This is an optimization exercise on Yosys and OpenROAD, whose aim is a short achievable clock period and few clock cycles, not a production implementation. Function was checked by simulation only, so behaviour that the tests miss may differ from the original.

===== flow/standard.sh =====
#!/bin/bash
# synth_recipe.tcl (not shown) runs the flow's synth.tcl, then flattens the netlist and writes it again
# the make line also repeats each setting of config.mk as NAME=value (left out here)
make -C /OpenROAD-flow-scripts/flow DESIGN_CONFIG=/design/flow/config.mk WORK_HOME=/design/flow/orfs CLKGATE_MAP_FILE= SYNTH_SCRIPT=/design/flow/synth_recipe.tcl "${@:-finish}"

===== flow/constraint.sdc =====
create_clock -name core_clock -period 125.0 [get_ports {clk}]
set_input_delay 25.0000 -clock core_clock [delete_from_list [all_inputs] [get_ports {clk}]]
set_output_delay 25.0000 -clock core_clock [all_outputs]
set_load 0.01 [all_outputs]

===== flow/design.v =====
`timescale 1ns / 1ps
module adder(input [31:0] a, b,
             output [31:0] y);
  assign y = a + b;
endmodule
module alu(
input [31:0] a, b, 
input [4:0] shamt,
input [3:0] alu_control, 
output reg [31:0] result, wd0, wd1,
output zero
);
wire [31:0] b2, sum, slt, sra_sign, sra_aux;
wire [63:0] product, quotient, remainder;
assign b2 = alu_control[2] ? ~b:b; 
assign sum = a + b2 + alu_control[2];
assign slt = sum[31];
assign sra_sign = ~(32'hffff_ffff >> shamt) & {32{b[31]}};
assign sra_aux = b >> shamt;
assign product = a * b;
assign quotient = {32'd0, (b == 32'd0) ? 32'hffff_ffff : a / b};
assign remainder = {32'd0, (b == 32'd0) ? a : a % b};
always@(*)
  begin
    result = 32'd0;
    wd0 = 32'd0;
    wd1 = 32'd0;
    case(alu_control[3:0])
      4'b0000: result = a & b;
      4'b0001: result = a | b;
      4'b0010: result = sum;
      4'b0011: result = b << shamt;
      4'b1011: result = b << a;
      4'b0100: result = b >> shamt;
      4'b1100: result = b >> a;
      4'b0101: result = sra_sign | sra_aux;
      4'b0110: result = sum;
      4'b0111: result = slt;
      4'b1010: 
        begin
          result = product[31:0]; 
          wd0 = product[31:0];
          wd1 = product[63:32];
        end
      4'b1110: 
        begin
          result = quotient[31:0]; 
          wd0 = quotient[31:0];
          wd1 = remainder[31:0];
        end
      4'b1000: result = b << 5'd16;
      default: result = 32'd0;
    endcase
  end
  assign zero = (result == 32'd0);
endmodule
`timescale 1ns / 1ps
module aludec(
input [5:0] funct,
input [4:0] shamt,
input [3:0] aluop,
output reg [3:0] alucontrol,
output jumpreg
);
  always @(*)
    case(aluop)
      4'b0000: alucontrol <= 4'b0010; 
      4'b0001: alucontrol <= 4'b0110; 
      4'b0100: alucontrol <= 4'b0000; 
      4'b0101: alucontrol <= 4'b0001; 
      4'b0111: alucontrol <= 4'b0111; 
      4'b1000: alucontrol <= 4'b1000; 
      default: case(funct) 
          6'b100000: alucontrol <= 4'b0010; 
          6'b100010: alucontrol <= 4'b0110; 
          6'b100100: alucontrol <= 4'b0000; 
          6'b100101: alucontrol <= 4'b0001; 
          6'b101010: alucontrol <= 4'b0111; 
          6'b000000: alucontrol <= 4'b0011; 
          6'b000010: alucontrol <= 4'b0100; 
          6'b000011: alucontrol <= 4'b0101; 
          6'b000100: alucontrol <= 4'b1011; 
          6'b000110: alucontrol <= 4'b1100; 
          6'b011000: alucontrol <= 4'b1010; 
          6'b011010: alucontrol <= 4'b1110; 
          default:   alucontrol <= 4'b0000; 
        endcase
    endcase
assign jumpreg = (funct == 6'b001000) ? 1 : 0;
endmodule
`timescale 1ns / 1ps
module controller(
input [5:0] op, funct,
input [4:0] shamt,
input zero,
output memwrite,
output pcsrc, alusrc,
output regwrite, spregwrite,
output [1:0] regdst, 
output memtoreg,
output jump, jal, jumpreg,
output [3:0] alucontrol,
output spra, readhilo
);
wire [3:0] aluop;
wire branch;
maindec main_decoder(op, funct, memwrite, branch, alusrc, regwrite, spregwrite, regdst, memtoreg, jump, jal, aluop, spra, readhilo);
aludec alu_decoder(funct, shamt, aluop, alucontrol, jumpreg);
assign pcsrc = branch & zero;
endmodule
`timescale 1ns / 1ps
module datapath(
input clk, reset,
input memtoreg, 
input pcsrc,
input alusrc, 
input [1:0] regdst,
input regwrite, spregwrite, jump, jal, jumpreg,
input [4:0] shamt,
input [3:0] alucontrol,
output zero,
output [31:0] pc,
input [31:0] instr,
output [31:0] aluout, writedata,
input [31:0] readdata,
input spra, readhilo
);
wire [4:0]  writereg;
wire [31:0] pcnextjr, pcnext, pcnextbr, pcplus4, pcbranch;
wire [31:0] signimm, signimmsh;
wire [31:0] srca, srcb, wd0, wd1, sprd;
wire [31:0] result, resultjal, resulthilo;
flopr #(32) pcreg(clk, reset, pcnext, pc);  
adder pcadd1(pc, 32'b100, pcplus4);
sl2  immsh(signimm, signimmsh);
adder pcadd2(pcplus4, signimmsh, pcbranch);
mux2 #(32)pcbrmux(pcplus4, pcbranch, pcsrc, pcnextbr);
mux2 #(32)pcmux(pcnextbr, {pcplus4[31:28], instr[25:0], 2'b00}, jump, pcnext);
mux2 #(32)pcmuxjr(pcnext, srca, jumpreg, pcnextjr);
regfile reg_file(clk, regwrite, instr[25:21], instr[20:16], writereg, resulthilo, srca, writedata);  
mux3 #(5) wrmux(instr[20:16], instr[15:11], 5'b11111, regdst, writereg);
mux2 #(32)resmux(aluout, readdata, memtoreg, result);
mux2 #(32)wrmuxjal(result, pcplus4, jal, resultjal);
mux2 #(32)wrmuxhilo(resultjal, sprd, readhilo, resulthilo);
signext se(instr[15:0], signimm);
mux2 #(32)srcbmux(writedata, signimm, alusrc, srcb);  
alu alu(srca, srcb, shamt, alucontrol, aluout, wd0, wd1, zero);
spregfile sprf(clk, spregwrite, spra, wd0, wd1, sprd);  
endmodule
`timescale 1ns / 1ps
module flopr #(parameter WIDTH = 8)
              (
input clk, reset,
input [WIDTH-1:0] d, 
output reg [WIDTH-1:0] q
);
always @(posedge clk, posedge reset)
    if(reset)
        q <= 0;
    else
        q <= d;
endmodule
`timescale 1ns / 1ps
module maindec(
input [5:0] op, funct,
output memwrite,
output branch, alusrc,
output regwrite, spregwrite,
output [1:0] regdst, 
output memtoreg,
output jump, jal,
output [3:0] aluop,
output reg spra,
output readhilo
);
reg [14:0] controls;
assign {regwrite, regdst, alusrc,branch, memwrite, memtoreg, jump, jal, aluop, spregwrite, readhilo} = controls;
always @(*)
 begin
   spra <= (funct == 6'b010000);
   case(op)
      6'b000000: 
      	begin
      		case(funct)
      			6'b011000: controls <= 15'b101000000001010;  
      			6'b011010: controls <= 15'b101000000001010;  
      			default:   
      			  begin
      			    case(funct)
      			      6'b010000: 
      			        begin
      			          spra <= 1'b1;
      			          controls <= 15'b101000000001001;
      			        end
      			      6'b010010: 
      			        begin
      			          spra <= 1'b0;
      			          controls <= 15'b101000000001001;
      			        end
      			      default: controls <= 15'b101000000001000;  
      			    endcase
      			  end
      		endcase
      	end
      6'b100011: controls <= 15'b100100100000000;  
      6'b101011: controls <= 15'b000101000000000;  
      6'b000100: controls <= 15'b000010000000100;  
      6'b001000: controls <= 15'b100100000000000;  
      6'b000010: controls <= 15'b000000010000000;  
      6'b000011: controls <= 15'b111000011000000;  
      6'b001100: controls <= 15'b100100000010000;  
      6'b001101: controls <= 15'b100100000010100;  
      6'b001010: controls <= 15'b100100000011100;  
      6'b001111: controls <= 15'b100100000100000;  
      default:   controls <= 15'b000000000000000;  
    endcase
 end
endmodule
`timescale 1ns / 1ps
module mux2 #(parameter WIDTH = 8)
             (input  [WIDTH-1:0] d0, d1, 
              input              s, 
              output [WIDTH-1:0] y);
  assign y = s ? d1 : d0; 
endmodule
`timescale 1ns / 1ps
module mux3 #(parameter WIDTH = 8)
             (input [WIDTH-1:0] d0, d1, d2,
              input [1:0] s, 
              output [WIDTH-1:0] y);
  assign y = (s == 2'b00) ? d0 : ((s == 2'b01) ? d1 : d2); 
endmodule
`timescale 1ns / 1ps
module regfile(
input clk, 
input we3, 
input [4:0] ra1, ra2, wa3, 
input [31:0] wd3, 
output [31:0] rd1, rd2
);
reg [31:0] rf[31:0];
always@(posedge clk)
    if (we3) rf[wa3] <= wd3;	
assign rd1 = (ra1 != 0) ? rf[ra1] : 0;
assign rd2 = (ra2 != 0) ? rf[ra2] : 0;
endmodule
`timescale 1ns / 1ps
module signext(input  [15:0] a,
               output [31:0] y);
       assign y = {{16{a[15]}}, a};
endmodule
`timescale 1ns / 1ps
module sl2(input  [31:0] a,
           output [31:0] y);
  assign y = {a[29:0], 2'b00};
endmodule
`timescale 1ns / 1ps
module spregfile(
input clk, 
input we, 
input ra, 
input  [31:0] wd0, wd1, 
output [31:0] rd
);
reg [31:0] rf[1:0];
always @(posedge clk)
    if (we == 1'b1)
      begin
        rf[1'b0] <= wd0;
        rf[1'b1] <= wd1;
      end
   assign rd = (ra != 1'b0) ? rf[1'b1] : rf[1'b0];
endmodule
`timescale 1ns / 1ps
module single_cycle(
input clk, reset,
output [31:0] pc,
input [31:0] instr,
output memwrite,
output [31:0] aluout, writedata,
input [31:0] readdata
);
  localparam DSTEP = 4;               
  localparam DCYC  = (32 + DSTEP - 1) / DSTEP;    
  localparam QW    = DCYC * DSTEP;                
  localparam BI    = 5;               
  localparam BN    = 1 << BI;
  localparam TB    = 12;              
  reg  [31:0] pc_q;
  reg  [31:0] ir_q, irpc_q;
  reg         irv_q;
  reg  [31:0] aluout_q, wdata_q;
  reg         memwrite_q;
  reg         ldm_v;                  
  reg  [4:0]  ldm_rd;
  reg         ldw_v;                  
  reg  [4:0]  ldw_rd;
  reg  [31:0] ldr_q;
  reg  [31:0] hi_q, lo_q;
  reg         dv_busy, dv_pend;     
  reg  [4:0]  dv_rd;
  reg  [5:0]  dv_cnt;                 
  reg  [31:0] dv_rem, dv_d;
  reg  [QW-1:0] dv_q;
  assign pc        = pc_q;
  assign memwrite  = memwrite_q;
  assign aluout    = aluout_q;
  assign writedata = wdata_q;
  wire        weA;                    
  wire [4:0]  waA;
  wire [31:0] wdA;
  wire        weB = ldw_v;            
  wire [4:0]  waB = ldw_rd;
  wire [31:0] wdB = ldr_q;
  wire        weC = dv_pend & ~dv_busy;    
  wire [4:0]  waC = dv_rd;
  wire [31:0] wdC = lo_q;
  wire [1023:0] rff;
  assign rff[31:0] = 32'd0;
  genvar gi;
  generate for (gi = 1; gi < 32; gi = gi + 1) begin : R
    reg [31:0] q;
    always @(posedge clk)
      if (weA && waA == gi) q <= wdA;
      else if (weC && waC == gi) q <= wdC;
      else if (weB && waB == gi) q <= wdB;
    assign rff[gi*32 +: 32] = q;
  end endgenerate
  wire [5:0]  op    = ir_q[31:26];
  wire [5:0]  fn    = ir_q[5:0];
  wire [4:0]  rs    = ir_q[25:21];
  wire [4:0]  rt    = ir_q[20:16];
  wire [4:0]  rd    = ir_q[15:11];
  wire [4:0]  sh    = ir_q[10:6];
  wire [31:0] simm  = {{16{ir_q[15]}}, ir_q[15:0]};
  wire rtype  = op == 6'b000000;
  wire f_add  = rtype && fn == 6'b100000;
  wire f_sub  = rtype && fn == 6'b100010;
  wire f_and  = rtype && fn == 6'b100100;
  wire f_or   = rtype && fn == 6'b100101;
  wire f_slt  = rtype && fn == 6'b101010;
  wire f_sll  = rtype && fn == 6'b000000;
  wire f_srl  = rtype && fn == 6'b000010;
  wire f_sra  = rtype && fn == 6'b000011;
  wire f_sllv = rtype && fn == 6'b000100;
  wire f_srlv = rtype && fn == 6'b000110;
  wire f_mult = rtype && fn == 6'b011000;
  wire f_div  = rtype && fn == 6'b011010;
  wire f_mfhi = rtype && fn == 6'b010000;
  wire f_mflo = rtype && fn == 6'b010010;
  wire o_lw   = op == 6'b100011;
  wire o_sw   = op == 6'b101011;
  wire o_beq  = op == 6'b000100;
  wire o_addi = op == 6'b001000;
  wire o_j    = op == 6'b000010;
  wire o_jal  = op == 6'b000011;
  wire o_andi = op == 6'b001100;
  wire o_ori  = op == 6'b001101;
  wire o_slti = op == 6'b001010;
  wire o_lui  = op == 6'b001111;
  wire f_shi  = f_sll | f_srl | f_sra;
  wire f_mhl  = f_mfhi | f_mflo;
  wire uses_rs = (rtype & ~f_shi & ~f_mhl) | o_lw | o_sw | o_beq | o_addi | o_andi | o_ori | o_slti;
  wire uses_rt = (rtype & ~f_mhl) | o_sw | o_beq;
  wire muldiv  = f_mult | f_div | f_mhl;
  wire [31:0] rf_rs = rff[rs*32 +: 32];
  wire [31:0] rf_rt = rff[rt*32 +: 32];
  wire [31:0] a = (ldw_v && ldw_rd == rs && rs != 5'd0) ? ldr_q : rf_rs;
  wire [31:0] b = (ldw_v && ldw_rd == rt && rt != 5'd0) ? ldr_q : rf_rt;
  wire ld_haz = ldm_v && ldm_rd != 5'd0 &&
                ((uses_rs && rs == ldm_rd) || (uses_rt && rt == ldm_rd));
  wire [32*(DSTEP+1)-1:0] drem_c;
  wire [QW*(DSTEP+1)-1:0] dq_c;
  assign drem_c[31:0] = dv_rem;
  assign dq_c[QW-1:0]  = dv_q;
  generate for (gi = 0; gi < DSTEP; gi = gi + 1) begin : DS
    wire [31:0] r0 = drem_c[gi*32 +: 32];
    wire [QW-1:0] q0 = dq_c[gi*QW +: QW];
    wire [32:0] r1 = {r0, q0[QW-1]};
    wire [33:0] df = {1'b0, r1} - {2'b00, dv_d};
    wire        ge = ~df[33];
    assign drem_c[(gi+1)*32 +: 32] = ge ? df[31:0] : r1[31:0];
    assign dq_c[(gi+1)*QW +: QW]   = {q0[QW-2:0], ge};
  end endgenerate
  wire [31:0] dv_rem_n = drem_c[DSTEP*32 +: 32];
  wire [QW-1:0] dv_q_n = dq_c[DSTEP*QW +: QW];
  wire        dv_last  = dv_busy && dv_cnt == 6'd0;
  function [5:0] blen(input [31:0] x);
    integer i;
    begin
      blen = 6'd0;
      for (i = 0; i < 32; i = i + 1)
        if (x[i]) blen = i + 1;
    end
  endfunction
  wire [5:0] la = blen(a);
  wire [5:0] lb = blen(b);
  wire        dz    = b == 32'd0;
  wire        altb  = a < b;
  wire        p2    = (b & (b - 32'd1)) == 32'd0;
  wire        dfast = dz | altb | p2;
  wire [4:0]  p2k   = lb[4:0] - 5'd1;
  wire [31:0] fq    = dz ? 32'hffff_ffff : altb ? 32'd0 : a >> p2k;
  wire [31:0] fr    = (dz | altb) ? a : a & (b - 32'd1);
  wire [6:0] nq = {1'b0, la} - {1'b0, lb} + 7'd1;    
  reg  [5:0] dn;                                     
  always @(*) begin
    if (b == 32'd0 || nq > QW - DSTEP) dn = QW;
    else if (la < lb) dn = DSTEP;
    else dn = ((nq[5:0] + DSTEP - 1) / DSTEP) * DSTEP;
  end
  wire [31:0] bsrc  = rtype ? b : simm;
  wire [31:0] sum   = a + bsrc;
  wire [31:0] diff  = a - bsrc;
  wire [63:0] prod  = a * b;
  wire [31:0] sra_v = (b >> sh) | (~(32'hffff_ffff >> sh) & {32{b[31]}});
  reg  [31:0] res;
  always @(*) begin
    res = 32'd0;
    if (f_add | o_addi | o_lw | o_sw) res = sum;
    else if (f_sub)           res = diff;
    else if (f_and | o_andi)  res = a & bsrc;
    else if (f_or | o_ori)    res = a | bsrc;
    else if (f_slt | o_slti)  res = {31'd0, diff[31]};
    else if (f_sll)           res = b << sh;
    else if (f_srl)           res = b >> sh;
    else if (f_sra)           res = sra_v;
    else if (f_sllv)          res = b << a;
    else if (f_srlv)          res = b >> a;
    else if (f_mult)          res = prod[31:0];
    else if (f_div)           res = fq;
    else if (f_mfhi)          res = hi_q;
    else if (f_mflo)          res = lo_q;
    else if (o_lui)           res = {ir_q[15:0], 16'd0};
    else if (o_jal)           res = irpc_q + 32'd4;
  end
  wire e_wr;
  wire [4:0] e_wa = o_jal ? 5'd31 : rtype ? rd : rt;
  wire dv_haz = dv_pend && ((uses_rs && rs == dv_rd) || (uses_rt && rt == dv_rd) ||
                            ((e_wr || o_lw) && e_wa == dv_rd));
  wire div_stall = (muldiv & dv_busy) | (f_div & dv_pend) | dv_haz;
  wire stallE  = irv_q & (ld_haz | div_stall);
  wire doE     = irv_q & ~stallE;
  wire div_start = doE & f_div & ~dfast;
  wire [31:0] pc4E  = irpc_q + 32'd4;
  wire [31:0] brtgt = pc4E + {simm[29:0], 2'b00};
  wire        eq    = a == b;
  wire [31:0] npcE  = (o_j | o_jal) ? {pc4E[31:28], ir_q[25:0], 2'b00} :
                      (o_beq & eq) ? brtgt : pc4E;
  wire redirect = doE && npcE != pc_q;
  assign e_wr = (rtype & (f_add | f_sub | f_and | f_or | f_slt | f_shi | f_sllv | f_srlv |
                          f_mult | f_mhl | (f_div & dfast))) |
                o_addi | o_andi | o_ori | o_slti | o_lui | o_jal;
  assign weA = doE & e_wr;
  assign waA = e_wa;
  assign wdA = res;
  reg  [BN-1:0]     bt_v;
  reg  [TB-1:BI+2]  bt_tag [0:BN-1];
  reg  [4:0]        bt_rs  [0:BN-1];
  reg  [4:0]        bt_rt  [0:BN-1];
  reg  [TB-1:2]     bt_tgt [0:BN-1];
  wire [BI-1:0] fidx = pc_q[BI+1:2];
  wire [BI-1:0] eidx = irpc_q[BI+1:2];
  wire          bt_hit = bt_v[fidx] && bt_tag[fidx] == pc_q[TB-1:BI+2];
  wire [4:0]    prs = bt_rs[fidx];
  wire [4:0]    prt = bt_rt[fidx];
  wire [31:0]   prf_rs = rff[prs*32 +: 32];
  wire [31:0]   prf_rt = rff[prt*32 +: 32];
  wire fwdA_s = weA && waA == prs;
  wire fwdA_t = weA && waA == prt;
  wire fwdB_s = ldw_v && ldw_rd == prs;
  wire fwdB_t = ldw_v && ldw_rd == prt;
  wire [31:0] pa = (prs == 5'd0) ? 32'd0 : fwdA_s ? wdA : fwdB_s ? ldr_q : prf_rs;
  wire [31:0] pb = (prt == 5'd0) ? 32'd0 : fwdA_t ? wdA : fwdB_t ? ldr_q : prf_rt;
  wire pend_s = prs != 5'd0 && !fwdA_s &&
                ((ldm_v && ldm_rd == prs) || (irv_q && o_lw && rt == prs) ||
                 (dv_pend && dv_rd == prs) || (irv_q && f_div && rd == prs));
  wire pend_t = prt != 5'd0 && !fwdA_t &&
                ((ldm_v && ldm_rd == prt) || (irv_q && o_lw && rt == prt) ||
                 (dv_pend && dv_rd == prt) || (irv_q && f_div && rd == prt));
  wire p_taken = bt_hit && !pend_s && !pend_t && pa == pb;
  wire [31:0] pc4F = pc_q + 32'd4;
  wire [31:0] pred = p_taken ? {pc_q[31:TB], bt_tgt[fidx], 2'b00} : pc4F;
  wire bt_wr = doE && o_beq && rs != rt;
  always @(posedge clk or posedge reset)
    if (reset) bt_v <= {BN{1'b0}};
    else if (bt_wr) bt_v[eidx] <= 1'b1;
  always @(posedge clk)
    if (bt_wr) begin
      bt_tag[eidx] <= irpc_q[TB-1:BI+2];
      bt_rs[eidx]  <= rs;
      bt_rt[eidx]  <= rt;
      bt_tgt[eidx] <= brtgt[TB-1:2];
    end
  wire [13:0] php = pc4F[31:18] + 14'd1;
  wire [13:0] phm = pc4F[31:18] - 14'd1;
  wire        use_base = redirect | stallE;
  wire [31:0] base = redirect ? npcE : stallE ? pc_q : pred;
  wire [31:0] pc_next;
  fetchsel fsel(.instr(instr), .pc4(pc4F), .php(php), .phm(phm), .base(base),
                .use_base(use_base), .pc_next(pc_next));
  always @(posedge clk or posedge reset)
    if (reset) begin
      pc_q  <= 32'd0;
      irv_q <= 1'b0;
    end else begin
      pc_q  <= pc_next;
      if (redirect) irv_q <= 1'b0;
      else if (!stallE) irv_q <= 1'b1;
    end
  always @(posedge clk)
    if (!stallE) begin
      ir_q   <= instr;
      irpc_q <= pc_q;
    end
  always @(posedge clk or posedge reset)
    if (reset) begin
      memwrite_q <= 1'b0;
      ldm_v      <= 1'b0;
      ldw_v      <= 1'b0;
    end else begin
      memwrite_q <= doE & o_sw;
      ldm_v      <= doE & o_lw;
      ldw_v      <= ldm_v && ldm_rd != 5'd0 && !(weA && waA == ldm_rd);
    end
  always @(posedge clk) begin
    if (doE) begin
      aluout_q <= res;
      wdata_q  <= b;
      ldm_rd   <= rt;
    end
    ldw_rd <= ldm_rd;
    ldr_q  <= readdata;
  end
  always @(posedge clk or posedge reset)
    if (reset) begin
      dv_busy <= 1'b0;
      dv_pend <= 1'b0;
      dv_cnt  <= 6'd0;
    end else begin
      if (div_start) begin
        dv_busy <= 1'b1;
        dv_cnt  <= dn - DSTEP;
        dv_pend <= rd != 5'd0;
      end else if (dv_busy) begin
        dv_cnt <= dv_cnt - DSTEP;
        if (dv_last) dv_busy <= 1'b0;
      end else if (weC)
        dv_pend <= 1'b0;
    end
  always @(posedge clk) begin
    if (div_start) begin
      dv_rd  <= rd;
      dv_rem <= (dn >= 6'd32) ? 32'd0 : a >> dn;
      dv_q   <= {{(QW-32){1'b0}}, a} << (QW - dn);
      dv_d   <= b;
    end else if (dv_busy) begin
      dv_rem <= dv_rem_n;
      dv_q   <= dv_q_n;
    end
    if (dv_last) begin
      hi_q <= dv_rem_n;
      lo_q <= dv_q_n[31:0];
    end else if (doE && f_div && dfast) begin
      hi_q <= fr;
      lo_q <= fq;
    end else if (doE && f_mult) begin
      hi_q <= prod[63:32];
      lo_q <= prod[31:0];
    end
  end
endmodule
module fetchsel(
input  [31:0] instr,
input  [31:0] pc4,
input  [13:0] php, phm,      
input  [31:0] base,
input         use_base,
output [31:0] pc_next
);
  wire fj  = instr[31:27] == 5'b00001;
  wire fbs = instr[31:26] == 6'b000100 && instr[25:21] == instr[20:16];
  wire [31:0] fjt = {pc4[31:28], instr[25:0], 2'b00};
  wire [16:0] fbl = {1'b0, pc4[17:2]} + {1'b0, instr[15:0]};
  wire [13:0] fbh = (fbl[16] & ~instr[15]) ? php : (~fbl[16] & instr[15]) ? phm : pc4[31:18];
  wire [31:0] fbt = {fbh, fbl[15:0], 2'b00};
  assign pc_next = (use_base | ~(fj | fbs)) ? base : fj ? fjt : fbt;
endmodule

===== flow/flow/run.sh =====
#!/bin/bash
# Standard ORFS layout, with timing repair aimed at 26.5 ns paths (slack margin
# 98.5 ns against the 125 ns clock) so the I/O and register paths get sized.
set -euo pipefail
bash standard.sh SETUP_SLACK_MARGIN=98.5 finish > standard_make.log 2>&1

===== flow/config.mk =====
export PLATFORM = sky130hd
export DESIGN_NAME = single_cycle
export DESIGN_NICKNAME = single_cycle
export VERILOG_FILES = /design/flow/design.v
export SDC_FILE = /design/flow/constraint.sdc
export NUM_CORES = 4
export LEC_CHECK = 0
export CAP_MARGIN = 20
export CORE_MARGIN = 2
export CORE_UTILIZATION = 30
export PLACE_DENSITY = 0.38
export SLEW_MARGIN = 20
export SYNTH_HIERARCHICAL = 1
export SYNTH_MINIMUM_KEEP_SIZE = 0

==> impl_metrics.py, run 1 <==
metrics = {
    "run_status": {
        "status": "complete, no violations",
    },
    "placed_design": {
        "place_area_um2": 219000,
        "io_buffer_count": 162,
        "place_ws_ps": 96860,
        "place_hpwl_um": 872000,
        "gp_congestion": 1.02,
    },
    "timing": {
        "period_share": 0.213,
        "finalClockSkew_ps": 106,
        "tightest_slew_ps": 1310,
        "fmax_ghz": 0.0375,
        "fin_ws_ps": 98320,
        "period_minus_slack_ps": 26680,
        "setup_tns_ps": 0,
        "rsz0062_at_grt": "true",
        "hold_viol": 0,
        "slew_viol_final": 0,
        "setup_viol": 0,
        "max-slew-margin-rel": 0.118,
    },
    "critical_path": {
        "r2r_cells": 77,
        "start_kind": "flop",
        "path_buf_inv": 1,
        "reg2reg_to": "dv_rem[16]$_DFFE_PP_",
        "critical_path_peak_fanout": 3,
        "crit_chain": "buf_6",
        "end_kind": "output pin",
        "critPathTopFamily": "flip-flops",
        "arrival_ps": 1680,
        "critPathKind": "flop to output pin",
        "worst_ep_required_time_ps": 100000,
        "r2r_slack_ps": 104640,
        "cp_slowest_stage_delay_ps": 570,
        "slowest_stage": "dfrtp_4",
        "rr_startpoint": "dv_d[1]$_DFFE_PP_",
    },
    "die": {
        "dieArea_um2": 688000,
        "die-width_um": 829,
        "coreArea_um2": 680000,
        "die_h_um": 829,
        "ioPinCount": 163,
        "start_util": 0.301,
        "num_rows": 303,
    },
    "synth": {
        "yosysMostFrequentCell": "nand2_1",
        "yosysWarnings": 7,
        "async_reset_ff_frac": 0.0336,
        "ys.flop_type": "edfxtp_1",
        "synth_fp_nets": 23300,
        "synthCells": 21600,
        "synth_area_leaders": "edfxtp_1 (31%), fa_1 (8.9%), mux2i_1 (8.1%)",
        "ys_seq_area_frac": 0.320,
        "synth_top_area_cell": "edfxtp_1",
        "ys_ff_latch": 2201,
        "synth.distinct_cells": 121,
        "synthTopCellsByCount": "nand2_1 (3358), edfxtp_1 (2090), mux2i_1 (1646)",
        "yosys.area.top_type_share": 0.307,
        "synth_edf_count": 2090,
        "synth_area_per_cell_um2": 9.44,
        "synth_area_um2": 204000,
    },
    "cells_and_area": {
        "final_cell_area_um2": 229000,
        "fillers": 69900,
        "num-nets-final": 22700,
        "drive_gt1_frac": 0.148,
        "syn_to_final_growth_pct": 12.1,
    },
    "worst_hold_path": {
        "hp-class": "flop to flop",
        "worstHoldEndpoint": "bt_v[31]$_DFFE_PP0P_",
        "whs_path_depth": 1,
        "min_from": "bt_v[31]$_DFFE_PP0P_",
    },
    "grt": {
        "grt_pass1_vias": 178000,
        "antenna_found_initial": 176,
        "grt_pass1_wl_um": 1690000,
        "grt_remaining_overflow": 0,
        "grt_max_degree": 121,
        "grt_use_total": 0.359,
    },
    "clock_tree": {
        "htree_levels": 5,
        "clk_latency_ps": 1040,
        "root_buffer": "clkbuf_16",
        "cts.sinks": 2201,
        "cts_buffer_depth": 4,
        "clk_pin_slew_worst_paths_ps": 60,
        "cts_made_buffers": 305,
        "cts_tree": "yes",
    },
    "routing": {
        "postRouteAntennaNets": 0,
        "first_iter_violations": 30200,
        "drc": 0,
        "drtPass1Iterations": 9,
        "vias": 192000,
        "wl_um": 1280000,
        "wire_per_inst_um": 42.2,
        "vias_per_cell": 6.29,
    },
    "job": {
        "drv_cap": 0,
    },
}
## routing by layer
layer	track usage	vias up	part of all wire
li1	-	77000	-
met1	0.480	98400	0.41
met2	0.509	13000	0.41
met3	0.101	3113	0.11
met4	0.225	42	0.075
met5	0.00200	-	0.00036
## through the flow
step | cells | util | hold slack (ps)
CTS | 30300 | 0.336 | 451
global route | 30400 | 0.336 | 461
floorplan | 21600 | - | 346
detailed placement | 29700 | 0.322 | 439
finish | 30500 | 0.337 | 450
global placement | 29700 | 0.321 | 434
## worst max path at each step
stage                      startpoint                 end  slack, ps  cells after the start
floorplan                    instr[0]  pc_q[21]$_DFF_PP0_      98150                      8
global placement            instr[31]  pc_q[29]$_DFF_PP0_      96720                      7
detailed placement          instr[31]  pc_q[29]$_DFF_PP0_      96860                      7
CTS                 pc_q[2]$_DFF_PP0_               pc[2]      98210                      1
global route        pc_q[5]$_DFF_PP0_               pc[5]      98260                      1
finish              pc_q[5]$_DFF_PP0_               pc[5]      98320                      1
## area by class of cell
| class | count | area [um2] | area share |
|---|---|---|---|
| well taps | 8997 | 11300 | 0.0492 |
| flip-flops and latches | 2201 | 65400 | 0.286 |
| multi-input cells | 16100 | 128000 | 0.560 |
| diodes | 131 | 328 | 0.00143 |
| clock inverters | 160 | 1340 | 0.00584 |
| inverters | 1364 | 5140 | 0.0224 |
| clock buffers | 379 | 8040 | 0.0351 |
| repair buffers | 1136 | 9150 | 0.0400 |
## cells in the final DEF (no fill, tap or decap), drive strengths merged, types with 81 or more instances in the layout
cell / synthesis / layout
mux4: 686 / 686
and2: 91 / 91
xor2: 151 / 151
o22ai: 114 / 114
o21ai: 1319 / 1319
diode: 0 / 131
nand2: 3362 / 3362
nand3: 419 / 419
clkbuf: 1265 / 381
inv: 1338 / 1346
mux2i: 1647 / 1647
clkinv: 26 / 159
nor3: 205 / 205
o21a: 84 / 84
a211oi: 320 / 320
a22oi: 192 / 192
a31oi: 246 / 246
nor2b: 189 / 189
fa: 907 / 907
nand4: 81 / 81
and3: 93 / 93
a21o: 125 / 125
a221oi: 107 / 107
ha: 651 / 651
xnor2: 274 / 274
nand2b: 88 / 88
edfxtp: 2090 / 2090
mux2: 468 / 468
a21oi: 1207 / 1207
or3: 87 / 87
nor2: 1643 / 1643
buf: 712 / 1069
o211ai: 368 / 368
nor4: 95 / 95
a311oi: 85 / 85
## modules after synthesis, one instance, submodules excluded
module,flops+latches,cells,area [um2],copies in the design
fetchsel,0,337,2190,1
single_cycle,2201,21300,202000,1
## logic make-up (layout without fill, tap and decap cells)
| logic type | after synthesis | in the layout | synth area share |
|---|---|---|---|
| simple gates | 6512 | 6512 | 0.136 |
| compound gates | 4809 | 4809 | 0.150 |
| buf+inv | 3341 | 3039 | 0.0652 |
| mux | 2801 | 2801 | 0.182 |
| flops | 2201 | 2201 | 0.320 |
| fa+ha+maj | 1558 | 1558 | 0.129 |
| xor+xnor | 425 | 425 | 0.0182 |
| other cells | 0 | 131 | 0 |
## timing repair
action	in CTS	in global routing
setup buffers	50	6
hold buffers	0	0
resized for setup	473	34
setup endpoints to repair	128	108
gates cloned	0	1
pin swaps	9	9
## flip-flops by register name (all words and copies together), names as in the netlist, 32 cells and up
signal,count
R.q,992
bt_tgt,320
bt_rs,160
bt_rt,160
bt_tag,160
aluout_q,32
bt_v,32
dv_d,32
dv_q,32
dv_rem,32
hi_q,32
ir_q,32
irpc_q,32
ldr_q,32
lo_q,32
pc_q,32
wdata_q,32
Testbench counts, summed over its fixed seeds: cycles 16,382.
==> run 2: changes to the inputs <==
--- a/flow/design.v
+++ b/flow/design.v
@@ -302,7 +302,8 @@
   reg  [5:0]  dv_cnt;                 
   reg  [31:0] dv_rem, dv_d;
   reg  [QW-1:0] dv_q;
-  assign pc        = pc_q;
+  reg  [31:0] pc_o;                   
+  assign pc        = pc_o;
   assign memwrite  = memwrite_q;
   assign aluout    = aluout_q;
   assign writedata = wdata_q;
@@ -509,6 +510,8 @@
       else if (!stallE) irv_q <= 1'b1;
     end
   always @(posedge clk)
+    pc_o <= reset ? 32'd0 : pc_next;
+  always @(posedge clk)
     if (!stallE) begin
       ir_q   <= instr;
       irpc_q <= pc_q;
==> flow/flow/run.sh (replaced) <==
#!/bin/bash
# Standard ORFS layout. Timing repair aims at 26.2 ns paths (slack margin
# 98.8 ns against the 125 ns clock) so the I/O and register paths get sized;
# sizing may change a cell's footprint (detailed placement follows each
# repair), and the port buffers start as buf_8.
set -euo pipefail
bash standard.sh SETUP_SLACK_MARGIN=98.8 MATCH_CELL_FOOTPRINT=0 \
  "BUFFER_PORTS_ARGS=-buffer_cell sky130_fd_sc_hd__buf_8" finish > standard_make.log 2>&1
==> run 2 against run 1 <==
Sequential share of layout area fell by 0.11 points. Routed wire length rose by 2.7%. Fmax rose by 0.24%. Global-route usage rose by 0.79 points. Clock-buffer cell count rose by 11.
==> impl_metrics.py, run 2 <==
metrics = {
    "timing": {
        "setup_tns_ps": 0,
        "hold_viol": 0,
        "finalClockSkew_ps": 128,
        "rsz0062_at_grt": "true",
        "setup_viol": 0,
        "period_minus_slack_ps": 26620,
        "slew_viol_final": 0,
        "period_share": 0.213,
        "max-slew-margin-rel": 0.0815,
        "tightest_slew_ps": 1370,
        "fmax_ghz": 0.0376,
    },
    "cells_and_area": {
        "drive_gt1_frac": 0.141,
        "final_cell_count_no_fill": 30800,
        "largest_reg_flops": 992,
        "final_cell_mix": "nand2_1 (3274), edfxtp_1 (2090), mux2i_1 (1915)",
        "largestRegisters": "R.q: 992 flops, bt_tgt: 320 flops",
        "num-nets-final": 23100,
        "top_register": "R.q",
        "final_common_cell": "nand2_1",
        "syn_to_final_growth_pct": 12.9,
    },
    "placed_design": {
        "gp_congestion": 1.04,
        "io_buffer_count": 162,
        "place_inst": 30100,
        "place_hpwl_um": 919000,
    },
    "die": {
        "die_h_um": 832,
        "num_rows": 304,
        "dieArea_um2": 692000,
        "ioPinCount": 163,
        "die-width_um": 832,
        "coreArea_um2": 684000,
        "start_util": 0.301,
    },
    "grt": {
        "grt_use_total": 0.367,
        "grt_pass1_vias": 181000,
        "antenna_found_initial": 204,
        "grt_pass1_wl_um": 1730000,
        "grt_remaining_overflow": 0,
        "grt_max_degree": 112,
    },
    "synth": {
        "synthCells": 22000,
        "ys_seq_area_frac": 0.321,
        "synth_fp_nets": 23600,
        "async_reset_ff_frac": 0.0331,
        "yosysMostFrequentCell": "nand2_1",
        "synth.distinct_cells": 122,
        "synth_area_um2": 206000,
        "yosysWarnings": 7,
        "synth_top_area_cell": "edfxtp_1",
        "ys.flop_type": "edfxtp_1",
        "yosys.area.top_type_share": 0.305,
        "synthTopCellsByCount": "nand2_1 (3314), edfxtp_1 (2090), mux2i_1 (1917)",
        "synth_edf_count": 2090,
        "synth_area_leaders": "edfxtp_1 (31%), mux2i_1 (9.3%), fa_1 (8.8%)",
        "ys_ff_latch": 2233,
        "synth_area_per_cell_um2": 9.35,
    },
    "routing": {
        "drtPass1Iterations": 10,
        "postRouteAntennaNets": 0,
        "wl_met2_um": 529000,
        "first_iter_violations": 31200,
        "wl_met3_um": 157000,
        "vias": 195000,
        "wire_per_inst_um": 42.8,
        "wl_um": 1320000,
        "drc": 0,
        "top_layer": "met5",
        "met1_length_um": 545000,
        "vias_per_cell": 6.34,
    },
    "critical_path": {
        "critPathTopFamily": "flip-flops",
        "r2r_slack_ps": 103070,
        "worst_ep_required_time_ps": 100000,
        "arrival_ps": 1620,
        "slowest_stage": "edfxtp_1",
        "path_buf_inv": 1,
        "end_kind": "output pin",
        "start_kind": "flop",
        "r2r_cells": 76,
        "rr_startpoint": "dv_d[1]$_DFFE_PP_",
        "critical_path_peak_fanout": 1,
        "crit_chain": "buf_8",
        "cp_slowest_stage_delay_ps": 410,
        "critPathKind": "flop to output pin",
        "reg2reg_to": "dv_rem[25]$_DFFE_PP_",
    },
    "clock_tree": {
        "cts_made_buffers": 305,
        "cts_buffer_depth": 4,
        "cts_tree": "yes",
        "cts.sinks": 2233,
        "clk_pin_slew_worst_paths_ps": 60,
        "clk_latency_ps": 1070,
        "htree_levels": 5,
        "root_buffer": "clkbuf_16",
        "postCtsHoldBufs": 0,
    },
    "run_status": {
        "status": "complete, no violations",
    },
    "worst_hold_path": {
        "hp-class": "flop to flop",
        "min_from": "bt_v[6]$_DFFE_PP0P_",
        "whs_path_depth": 1,
        "worstHoldEndpoint": "bt_v[6]$_DFFE_PP0P_",
    },
    "job": {
        "drv_cap": 0,
    },
}
-- run 2: what timing repair did --
action,CTS,global route
endpoints found under the setup margin,161,130
pin swaps,17,18
buffers inserted,9,13
resized for setup,51,30
-- run 2: kinds of logic (layout without fill, tap and decap cells) --
kind of cell	after synthesis	in the layout	share of synthesized area
and+or+nand+nor	6798	6798	0.143
buffers and inverters	3383	3090	0.0653
xor gates and xnor gates	430	430	0.0184
adders and majority gates	1558	1558	0.128
other	0	119	0
AOI/OAI and AO/OA	4738	4738	0.147
DFF	2233	2233	0.321
muxes	2842	2842	0.177
-- run 2: per-layer routing --
layer  up-vias  GRT usage
li1      78200          -
met1    100000      0.497
met2     13700      0.512
met3      3043      0.120
met4        78      0.203
met5         -    0.00372
-- run 2: layout make-up --
class,count,area (um2)
Antenna cell,119,298
Tap cell,9027,11300
Fill cell,70000,452000
Multi-Input combinational cell,16400,129000
Clock buffer,390,8230
Sequential cell,2233,66100
Timing Repair Buffer,1162,10400
Clock inverter,157,1640
Inverter,1381,5200
-- run 2: worst max-delay path by stage --
stage	from	to	slack [ps]	cells after the start
floorplan	instr[0]	pc_o[24]$_SDFF_PP0_	98020	9
global placement	instr[31]	pc_o[28]$_SDFF_PP0_	96740	8
detailed placement	instr[31]	pc_o[31]$_SDFF_PP0_	96820	8
CTS	aluout_q[20]$_DFFE_PP_	aluout[20]	98310	1
global route	aluout_q[20]$_DFFE_PP_	aluout[20]	98340	1
finish	aluout_q[20]$_DFFE_PP_	aluout[20]	98380	1
-- run 2: per-module statistics from Yosys, one instance, submodules excluded --
module / area [um2] / times used / flip-flops and latches / cells
single_cycle: 203000 / 1 / 2233 / 21600
fetchsel: 2190 / 1 / 0 / 337
-- run 2: stage by stage --
| stage | worst slack [ps] | instance area (um2) | hold slack [ps] | utilization |
|---|---|---|---|---|
| 2_1_floorplan | 98020 | 206000 | 346 | - |
| 6_report | 98380 | 232000 | 471 | 0.339 |
| 3_3_place_gp | 96740 | 221000 | 454 | 0.323 |
| 5_1_grt | 98340 | 232000 | 479 | 0.339 |
| 4_1_cts | 98310 | 231000 | 474 | 0.338 |
| 3_5_place_dp | 96820 | 221000 | 457 | 0.324 |
Testbench counts of run 2, summed over its fixed seeds: cycles 16,382.
==> run 3: changes to the inputs <==
--- a/flow/config.mk
+++ b/flow/config.mk
@@ -8,6 +8,7 @@
 export CAP_MARGIN = 20
 export CORE_MARGIN = 2
 export CORE_UTILIZATION = 30
+export MIN_ROUTING_LAYER = met2
 export PLACE_DENSITY = 0.38
 export SLEW_MARGIN = 20
 export SYNTH_HIERARCHICAL = 1
==> run 3 against run 2 <==
The flow now stops in global routing (5_1_grt). Synthesized area unchanged. Synthesized cell count unchanged.
==> impl_metrics.py, run 3 <==
metrics = {
    "synth": {
        "synth_edf_count": 2090,
        "synth_top_area_cell": "edfxtp_1",
        "synth_fp_nets": 23600,
        "synth_area_per_cell_um2": 9.35,
        "synth.distinct_cells": 122,
        "ys_ff_latch": 2233,
        "ys_seq_area_frac": 0.321,
        "synth_area_um2": 206000,
        "synth_area_leaders": "edfxtp_1 (31%), mux2i_1 (9.3%), fa_1 (8.8%)",
        "ys.flop_type": "edfxtp_1",
        "yosys.area.top_type_share": 0.305,
        "yosysWarnings": 7,
        "yosysMostFrequentCell": "nand2_1",
        "synthCells": 22000,
        "synthTopCellsByCount": "nand2_1 (3314), edfxtp_1 (2090), mux2i_1 (1917)",
        "async_reset_ff_frac": 0.0331,
    },
    "placed_design": {
        "gp_congestion": 1.14,
        "io_buffer_count": 162,
        "place_hpwl_um": 1030000,
    },
    "die": {
        "die_h_um": 832,
        "start_util": 0.301,
        "die-width_um": 832,
        "ioPinCount": 163,
        "num_rows": 304,
    },
    "grt": {
        "grt_use_total": 0.674,
        "grt_max_degree": 115,
        "grt_remaining_overflow": 604,
        "grt_pass1_vias": 295000,
        "grt_pass1_wl_um": 2120000,
    },
    "clock_tree": {
        "postCtsHoldBufs": 0,
        "cts.sinks": 2233,
        "cts_made_buffers": 304,
        "cts_buffer_depth": 4,
        "htree_levels": 5,
        "root_buffer": "clkbuf_16",
    },
    "run_status": {
        "stop_error": "[ERROR GRT-0116] Global routing finished with congestion. Check the congestion regions in the DRC Viewer.",
        "status": "stopped before the end",
        "haltStage": "global routing (5_1_grt)",
    },
}
-- run 3: how the worst max path moves through the flow --
stage | startpoint | to | slack [ps] | depth (start not counted)
CTS | aluout_q[20]$_DFFE_PP_ | aluout[20] | 98310 | 1
floorplan | instr[0] | pc_o[24]$_SDFF_PP0_ | 98020 | 9
detailed placement | instr[31] | pc_o[29]$_SDFF_PP0_ | 96860 | 8
global placement | instr[31] | pc_o[28]$_SDFF_PP0_ | 96770 | 8
-- run 3: cells by family after synthesis --
family,share of synthesized area
compound gates,0.147
flops,0.321
buf+inv,0.0653
xor+xnor,0.0184
fa+ha+maj,0.128
simple gates,0.143
mux,0.177
-- run 3: stage by stage --
stage / utilization / worst slack (ps) / hold WS (ps) / cells / cell area [um2]
after floorplan: - / 98020 / 346 / 22000 / 206000
after global placement: 0.325 / 96770 / 453 / 30300 / 222000
after detailed placement: 0.325 / 96860 / 459 / 30300 / 223000
after CTS: 0.340 / 98310 / 474 / 30800 / 233000
-- run 3: timing repair --
action | 4_1_cts
buffers inserted | 14
pin swaps | 18
hold endpoints to repair | 0
gates cloned | 1
setup endpoints to repair | 161
resized for setup | 58
-- run 3: metal layers --
metal / GRT usage / GRT overflow
met2: 0.713 / 9
met5: 0.572 / 73
met1: - / -
met3: 0.814 / 493
met4: 0.383 / 29
-- run 3: modules after synthesis, one instance, submodules excluded --
module | cells inside | times used | flops+latches | area (um2)
single_cycle | 21600 | 1 | 2233 | 203000
fetchsel | 337 | 1 | 0 | 2190
==> run 4: changes to the inputs <==
--- a/flow/design.v
+++ b/flow/design.v
@@ -283,7 +283,7 @@
   localparam DSTEP = 4;               
   localparam DCYC  = (32 + DSTEP - 1) / DSTEP;    
   localparam QW    = DCYC * DSTEP;                
-  localparam BI    = 5;               
+  localparam BI    = 4;               
   localparam BN    = 1 << BI;
   localparam TB    = 12;              
   reg  [31:0] pc_q;
@@ -497,9 +497,11 @@
   wire [13:0] phm = pc4F[31:18] - 14'd1;
   wire        use_base = redirect | stallE;
   wire [31:0] base = redirect ? npcE : stallE ? pc_q : pred;
-  wire [31:0] pc_next;
+  wire [31:0] pc_next, pc_next_o;
   fetchsel fsel(.instr(instr), .pc4(pc4F), .php(php), .phm(phm), .base(base),
                 .use_base(use_base), .pc_next(pc_next));
+  fetchsel fselo(.instr(instr), .pc4(pc4F), .php(php), .phm(phm), .base(base),
+                 .use_base(use_base), .pc_next(pc_next_o));
   always @(posedge clk or posedge reset)
     if (reset) begin
       pc_q  <= 32'd0;
@@ -509,8 +511,9 @@
       if (redirect) irv_q <= 1'b0;
       else if (!stallE) irv_q <= 1'b1;
     end
-  always @(posedge clk)
-    pc_o <= reset ? 32'd0 : pc_next;
+  always @(posedge clk or posedge reset)
+    if (reset) pc_o <= 32'd0;
+    else pc_o <= pc_next_o;
   always @(posedge clk)
     if (!stallE) begin
       ir_q   <= instr;
@@ -527,11 +530,9 @@
       ldw_v      <= ldm_v && ldm_rd != 5'd0 && !(weA && waA == ldm_rd);
     end
   always @(posedge clk) begin
-    if (doE) begin
-      aluout_q <= res;
-      wdata_q  <= b;
-      ldm_rd   <= rt;
-    end
+    aluout_q <= res;
+    wdata_q  <= b;
+    if (doE) ldm_rd <= rt;
     ldw_rd <= ldm_rd;
     ldr_q  <= readdata;
   end
@@ -555,7 +556,7 @@
     if (div_start) begin
       dv_rd  <= rd;
       dv_rem <= (dn >= 6'd32) ? 32'd0 : a >> dn;
-      dv_q   <= {{(QW-32){1'b0}}, a} << (QW - dn);
+      dv_q   <= {{QW{1'b0}}, a} << (QW - dn);
       dv_d   <= b;
     end else if (dv_busy) begin
       dv_rem <= dv_rem_n;
==> flow/config.mk (replaced) <==
export PLATFORM = sky130hd
export DESIGN_NAME = single_cycle
export DESIGN_NICKNAME = single_cycle
export VERILOG_FILES = /design/flow/design.v
export SDC_FILE = /design/flow/constraint.sdc
export NUM_CORES = 4
export LEC_CHECK = 0
export CAP_MARGIN = 30
export CORE_MARGIN = 2
export CORE_UTILIZATION = 30
export PLACE_DENSITY = 0.38
export SLEW_MARGIN = 30
export SYNTH_HIERARCHICAL = 1
export SYNTH_MINIMUM_KEEP_SIZE = 0
==> run 4 against run 3 <==
Now clean on timing, DRC and antenna. Synthesized area down 8.2%. Synthesized cell count down 8.8%.
==> impl_metrics.py, run 4 <==
metrics = {
    "run_status": {
        "status": "complete, no violations",
    },
    "cells_and_area": {
        "final_cell_mix": "nand2_1 (2574), nor2_1 (1792), edfxtp_1 (1642)",
        "fillers": 64500,
        "final_common_cell": "nand2_1",
        "num-nets-final": 21100,
        "largest_reg_flops": 992,
        "drive_gt1_frac": 0.175,
        "final_cell_area_um2": 213000,
        "syn_to_final_growth_pct": 13.0,
        "top_register": "R.q",
        "largestRegisters": "R.q: 992 flops, bt_tgt: 160 flops, bt_tag: 96 flops",
    },
    "critical_path": {
        "reg2reg_to": "hi_q[7]$_DFFE_PP_",
        "crit_chain": "buf_8",
        "cp_slowest_stage_delay_ps": 420,
        "worst_ep_required_time_ps": 100000,
        "path_buf_inv": 1,
        "r2r_slack_ps": 104760,
        "arrival_ps": 1510,
        "slowest_stage": "dfrtp_1",
        "critical_path_peak_fanout": 1,
        "end_kind": "output pin",
        "r2r_cells": 76,
        "start_kind": "flop",
        "critPathTopFamily": "flip-flops",
        "critPathKind": "flop to output pin",
        "rr_startpoint": "dv_d[1]$_DFFE_PP_",
    },
    "timing": {
        "finalClockSkew_ps": 113,
        "fmax_ghz": 0.0377,
        "rsz0062_at_grt": "true",
        "max-slew-margin-rel": 0.203,
        "period_minus_slack_ps": 26510,
        "fin_ws_ps": 98490,
        "setup_viol": 0,
        "period_share": 0.212,
        "slew_viol_final": 0,
        "hold_viol": 0,
        "setup_tns_ps": 0,
        "tightest_slew_ps": 1200,
    },
    "synth": {
        "synthXorXnorAreaFrac": 0.0197,
        "yosys.area.top_type_share": 0.261,
        "synthTopCellsByCount": "nand2_1 (2619), nor2_1 (1847), edfxtp_1 (1642)",
        "synth-compound-area-share": 0.156,
        "synth_area_per_cell_um2": 9.42,
        "synth_area_leaders": "edfxtp_1 (26%), mux4_2 (11%), fa_1 (9.6%)",
        "synth_top_area_cell": "edfxtp_1",
        "yosysMostFrequentCell": "nand2_1",
        "synth_edf_count": 1642,
        "ys_ff_latch": 1833,
        "synthCells": 20000,
        "ys_seq_area_frac": 0.284,
        "synth_top_family_by_area": "multiplexers",
        "synth_fp_nets": 21700,
        "synth_adder_area_share": 0.141,
        "synth_area_um2": 189000,
        "synth.distinct_cells": 123,
        "synth.area.mux_share": 0.197,
        "ys.flop_type": "edfxtp_1",
        "async_reset_ff_frac": 0.0491,
        "yosysWarnings": 7,
        "synthSimpleGateAreaFrac": 0.136,
    },
    "routing": {
        "vias": 177000,
        "drtPass1Iterations": 8,
        "drc": 0,
        "wire_per_inst_um": 41.4,
        "vias_per_cell": 6.30,
        "wl_um": 1160000,
        "postRouteAntennaNets": 0,
        "first_iter_violations": 25700,
    },
    "placed_design": {
        "place_hpwl_um": 803000,
        "gp_congestion": 1.02,
        "place_ws_ps": 97010,
        "place_area_um2": 203000,
        "io_buffer_count": 162,
    },
    "worst_hold_path": {
        "whs_path_depth": 1,
        "hp-class": "flop to flop",
        "worstHoldEndpoint": "bt_v[2]$_DFFE_PP0P_",
        "min_from": "bt_v[2]$_DFFE_PP0P_",
    },
    "clock_tree": {
        "cts.sinks": 1833,
        "cts_made_buffers": 262,
        "clk_latency_ps": 1050,
        "htree_levels": 5,
        "cts_tree": "yes",
        "cts_buffer_depth": 4,
        "root_buffer": "clkbuf_16",
        "postCtsHoldBufs": 0,
        "clk_pin_slew_worst_paths_ps": 60,
    },
    "die": {
        "coreArea_um2": 627000,
        "die-width_um": 797,
        "dieArea_um2": 635000,
        "ioPinCount": 163,
        "die_h_um": 797,
        "num_rows": 291,
        "start_util": 0.301,
    },
    "grt": {
        "grt_max_degree": 89,
        "grt_remaining_overflow": 0,
        "grt_use_total": 0.354,
        "grt_pass1_vias": 167000,
        "antenna_found_initial": 138,
        "grt_pass1_wl_um": 1550000,
    },
    "job": {
        "drv_cap": 0,
    },
}
-- run 4: cell types whose count changed after synthesis, moves of 148 or more --
cell and change:
nor2_1 +148, edfxtp_1 -448, o21ai_0 -174, mux2i_1 -938
mux4_2 +352, nand2_1 -695, a311oi_1 -178, nand3_1 -349
a31oi_1 +157, mux2_2 +176
-- run 4: layout make-up --
type                       count  area, um2  area share
multi-input combinational  15000     125000       0.588
tap                         8350      10400      0.0490
clock buffer                 320       6960      0.0326
clock inverter               158       1650     0.00775
sequential                  1833      53700       0.252
antenna                      104        260     0.00122
timing repair buffer        1021       9810      0.0460
inverter                    1360       5120      0.0240
-- run 4: cells by family (layout without fill, tap and decap cells) --
logic type | after synthesis | after routing
flops | 1833 | 1833
xor+xnor | 424 | 424
fa+ha+maj | 1578 | 1578
other cells | 0 | 104
buf+inv | 3254 | 2859
compound gates | 4605 | 4606
mux | 2439 | 2439
simple gates | 5909 | 5909
-- run 4: timing repair --
item                       CTS  global route
setup endpoints to repair  150           132
cloned                       2             1
buffers inserted            30            14
resized for setup          109            18
pin swaps                   41            29
-- run 4: how the worst max path moves through the flow --
| stage | startpoint | end | slack (ps) | cells past startpoint |
|---|---|---|---|---|
| floorplan | instr[0] | pc_o[26]$_DFF_PP0_ | 98150 | 8 |
| global placement | instr[15] | pc_o[25]$_DFF_PP0_ | 96990 | 6 |
| detailed placement | instr[15] | pc_o[22]$_DFF_PP0_ | 97010 | 6 |
| CTS | pc_o[18]$_DFF_PP0_ | pc[18] | 98430 | 1 |
| global route | pc_o[18]$_DFF_PP0_ | pc[18] | 98450 | 1 |
| finish | pc_o[18]$_DFF_PP0_ | pc[18] | 98490 | 1 |
-- run 4: stage by stage --
step,hold WS [ps],instances,utilization
after floorplan,346,20000,-
after global placement,436,27400,0.323
after detailed placement,438,27500,0.324
after CTS,451,28000,0.339
after global routing,471,28000,0.340
final,454,28100,0.340
-- run 4: routing by layer --
metal	routed length, um	global-route usage	vias up
met5	278	0.000832	-
met4	88800	0.223	32
met3	114000	0.0839	2835
met2	485000	0.515	11400
met1	475000	0.473	91300
li1	-	-	71500
-- run 4: Yosys stat by module, one instance, submodules excluded --
module / flip-flops and latches / area (um2) / cells
single_cycle: 1833 / 184000 / 19400
fetchsel: 0 / 2190 / 337
Testbench counts of run 4, summed over its fixed seeds: cycles 16,382.
==> run 5: changes to the inputs <==
--- a/flow/design.v
+++ b/flow/design.v
@@ -493,14 +493,12 @@
       bt_rt[eidx]  <= rt;
       bt_tgt[eidx] <= brtgt[TB-1:2];
     end
-  wire [13:0] php = pc4F[31:18] + 14'd1;
-  wire [13:0] phm = pc4F[31:18] - 14'd1;
   wire        use_base = redirect | stallE;
   wire [31:0] base = redirect ? npcE : stallE ? pc_q : pred;
   wire [31:0] pc_next, pc_next_o;
-  fetchsel fsel(.instr(instr), .pc4(pc4F), .php(php), .phm(phm), .base(base),
+  fetchsel fsel(.instr(instr), .pc4(pc4F), .base(base),
                 .use_base(use_base), .pc_next(pc_next));
-  fetchsel fselo(.instr(instr), .pc4(pc4F), .php(php), .phm(phm), .base(base),
+  fetchsel fselo(.instr(instr), .pc4(pc4F), .base(base),
                  .use_base(use_base), .pc_next(pc_next_o));
   always @(posedge clk or posedge reset)
     if (reset) begin
@@ -577,7 +575,6 @@
 module fetchsel(
 input  [31:0] instr,
 input  [31:0] pc4,
-input  [13:0] php, phm,      
 input  [31:0] base,
 input         use_base,
 output [31:0] pc_next
@@ -585,8 +582,7 @@
   wire fj  = instr[31:27] == 5'b00001;
   wire fbs = instr[31:26] == 6'b000100 && instr[25:21] == instr[20:16];
   wire [31:0] fjt = {pc4[31:28], instr[25:0], 2'b00};
-  wire [16:0] fbl = {1'b0, pc4[17:2]} + {1'b0, instr[15:0]};
-  wire [13:0] fbh = (fbl[16] & ~instr[15]) ? php : (~fbl[16] & instr[15]) ? phm : pc4[31:18];
-  wire [31:0] fbt = {fbh, fbl[15:0], 2'b00};
+  wire [9:0]  fbl = pc4[11:2] + instr[9:0];
+  wire [31:0] fbt = {pc4[31:12], fbl, 2'b00};
   assign pc_next = (use_base | ~(fj | fbs)) ? base : fj ? fjt : fbt;
 endmodule
==> run 5 against run 4 <==
Still clean on timing, DRC and antenna. Flip-flop and latch count unchanged. Critical path depth unchanged. Sequential share of layout area up 0.39 points. Critical path type unchanged. Register-to-register slack better by 960 ps. Final cell count down 3.0%. Worst setup slack worse by 120 ps.
==> impl_metrics.py, run 5 <==
metrics = {
    "cells_and_area": {
        "num-nets-final": 20300,
        "drive_gt1_frac": 0.180,
        "fillers": 63100,
        "postLayoutCoreUtil": 0.339,
        "seq_area_um2": 53700,
        "largest_reg_flops": 992,
        "syn_to_final_growth_pct": 12.9,
        "largestRegisters": "R.q: 992 flops, bt_tgt: 160 flops, bt_tag: 96 flops",
        "multiInputGateArea_um2": 123000,
        "top_register": "R.q",
        "final_cell_mix": "nand2_1 (2579), edfxtp_1 (1642), nor2_1 (1404)",
        "final_common_cell": "nand2_1",
    },
    "critical_path": {
        "critPathKind": "flop to output pin",
        "crit_chain": "buf_8",
        "cp_slowest_stage_delay_ps": 420,
        "path_buf_inv": 1,
        "slowest_stage": "dfrtp_1",
        "arrival_ps": 1630,
        "worst_ep_required_time_ps": 100000,
        "end_kind": "output pin",
        "critPathTopFamily": "flip-flops",
        "critical_path_peak_fanout": 1,
        "r2r_slack_ps": 105720,
        "start_kind": "flop",
    },
    "synth": {
        "synthCells": 19200,
        "synth_fp_nets": 20800,
        "synth_edf_count": 1642,
        "synth_top_area_cell": "edfxtp_1",
        "ys.flop_type": "edfxtp_1",
        "ys_ff_latch": 1833,
        "synth_area_um2": 186000,
        "synthTopCellsByCount": "nand2_1 (2600), edfxtp_1 (1642), nor2_1 (1489)",
        "yosys.area.top_type_share": 0.265,
        "synth.distinct_cells": 131,
        "synth_area_leaders": "edfxtp_1 (27%), mux4_2 (13%), fa_1 (9.8%)",
        "yosysWarnings": 7,
        "ys_seq_area_frac": 0.288,
        "async_reset_ff_frac": 0.0491,
        "synth_area_per_cell_um2": 9.71,
        "yosysMostFrequentCell": "nand2_1",
    },
    "routing": {
        "wl_um": 1170000,
        "first_iter_violations": 26600,
        "drc": 0,
        "drtPass1Iterations": 24,
        "vias": 173000,
        "wire_per_inst_um": 42.9,
        "vias_per_cell": 6.33,
        "postRouteAntennaNets": 0,
    },
    "timing": {
        "tightest_slew_ps": 1290,
        "setup_viol": 0,
        "slew_viol_final": 0,
        "fmax_ghz": 0.0376,
        "setup_tns_ps": 0,
        "hold_viol": 0,
        "max-slew-margin-rel": 0.133,
        "fin_ws_ps": 98370,
        "period_share": 0.213,
        "period_minus_slack_ps": 26630,
        "rsz0062_at_grt": "true",
        "finalClockSkew_ps": 149,
    },
    "clock_tree": {
        "cts_buffer_depth": 4,
        "htree_levels": 4,
        "cts.sinks": 1833,
        "cts_made_buffers": 245,
        "cts_tree": "yes",
        "root_buffer": "clkbuf_16",
        "clk_latency_ps": 1090,
        "clk_pin_slew_worst_paths_ps": 60,
        "postCtsHoldBufs": 0,
    },
    "die": {
        "die_h_um": 792,
        "ioPinCount": 163,
        "num_rows": 289,
        "dieArea_um2": 626000,
        "start_util": 0.301,
        "coreArea_um2": 619000,
        "die-width_um": 792,
    },
    "placed_design": {
        "place_hpwl_um": 819000,
        "io_buffer_count": 162,
        "gp_congestion": 1.04,
        "place_ws_ps": 97170,
    },
    "worst_hold_path": {
        "hp-class": "flop to flop",
    },
    "grt": {
        "grt_max_degree": 78,
        "antenna_found_initial": 150,
        "grt_remaining_overflow": 0,
        "grt_pass1_wl_um": 1540000,
        "grt_use_total": 0.361,
        "grt_pass1_vias": 163000,
    },
    "run_status": {
        "status": "complete, no violations",
    },
    "job": {
        "drv_cap": 0,
    },
}
[run 5: per-layer routing]
layer,share of wire,vias to the layer above,wire (um),GRT usage
li1,-,68700,-,-
met1,0.41,89900,481000,0.493
met2,0.41,11500,481000,0.518
met3,0.11,2387,132000,0.102
met4,0.064,42,74700,0.187
met5,0.00024,-,282,0
[run 5: area by class of cell]
type / count / share of cell area
Multi-Input combinational cell: 14200 / 0.584
Inverter: 1379 / 0.0247
Sequential cell: 1833 / 0.256
Clock inverter: 141 / 0.00692
Tap cell: 8293 / 0.0494
Clock buffer: 314 / 0.0316
Timing Repair Buffer: 1054 / 0.0465
Antenna cell: 80 / 0.000953
[run 5: final timing paths]
kind                                     start                  end  depth (start not counted)
hold reg to reg            bt_v[2]$_DFFE_PP0P_  bt_v[2]$_DFFE_PP0P_                          1
hold / removal             bt_v[2]$_DFFE_PP0P_  bt_v[2]$_DFFE_PP0P_                          1
max in group asynchronous                reset    pc_q[2]$_DFF_PP0_                          3
setup reg to reg             dv_d[1]$_DFFE_PP_  dv_rem[2]$_DFFE_PP_                         76
min in group asynchronous                reset    pc_o[0]$_DFF_PP0_                          2
setup / recovery             pc_o[2]$_DFF_PP0_                pc[2]                          1
[run 5: logic make-up after synthesis]
logic type                 count (synthesis)  synth area share
AOI/OAI and AO/OA                       4235             0.144
xor gates and xnor gates                 398            0.0188
adders and majority gates               1557             0.141
buffers and inverters                   3152            0.0679
DFF                                     1833             0.288
muxes                                   2638             0.217
and+or+nand+nor                         5339             0.123
[run 5: repair_timing]
action | CTS | global route
cloned | 3 | 4
endpoints found under the setup margin | 129 | 120
setup buffers | 2 | 8
resized for setup | 70 | 5
pin swaps | 4 | 5
[run 5: through the flow]
step / hold slack, ps / std cells / area (um2)
after floorplan: 346 / 19200 / 186000
after CTS: 454 / 27200 / 209000
after detailed placement: 440 / 26700 / 201000
final: 452 / 27300 / 210000
after global placement: 433 / 26700 / 201000
after global routing: 461 / 27200 / 210000
[run 5: per-module statistics from Yosys (local to each module, per instance)]
module        cell area [um2]  cells inside  flops+latches  copies in the design
single_cycle           184000         18800           1833                     1
fetchsel                 1120           184              0                     2
Testbench counts of run 5, summed over its fixed seeds: cycles 16,382.

-- afterwards: timing with drivers on the ports --
The flow's constraints put no driver on any port. The routed layouts listed below were extracted and timed again, unchanged, in two steps.
Step 1 sets driving cells, clkbuf_16 on the clock port and buf_2 on the other inputs (assumed; they add their load-dependent delay and slew).
Step 2 times the ports against the registers' clock, not the clock port: input delays grow and output delays shrink by t, the midpoint of the rising clock arrivals with the driver on.
a / b / c = ideal ports / drivers / drivers and shift; a / b = the first two.
| run | t, ns | setup WS [ns] | worst hold slack (ns) | cell pins on the clock port's net |
|---|---|---|---|---|
| run 1 | 1.132 | 98.318 / 98.176 / 97.535 | 0.450 / 0.450 / 0.450 | 1 |
| run 2 | 1.161 | 98.383 / 98.226 / 97.522 | 0.471 / 0.471 / 0.471 | 1 |
| run 4 | 1.129 | 98.491 / 98.351 / 97.635 | 0.454 / 0.454 / 0.454 | 1 |
| run 5 | 1.135 | 98.369 / 98.245 / 97.757 | 0.452 / 0.452 / 0.452 | 1 |
After both steps setup and hold are still met in every run listed. The setup slack of run 2, which loses most, moves by -0.157 ns with the drivers and by -0.861 ns with both steps.
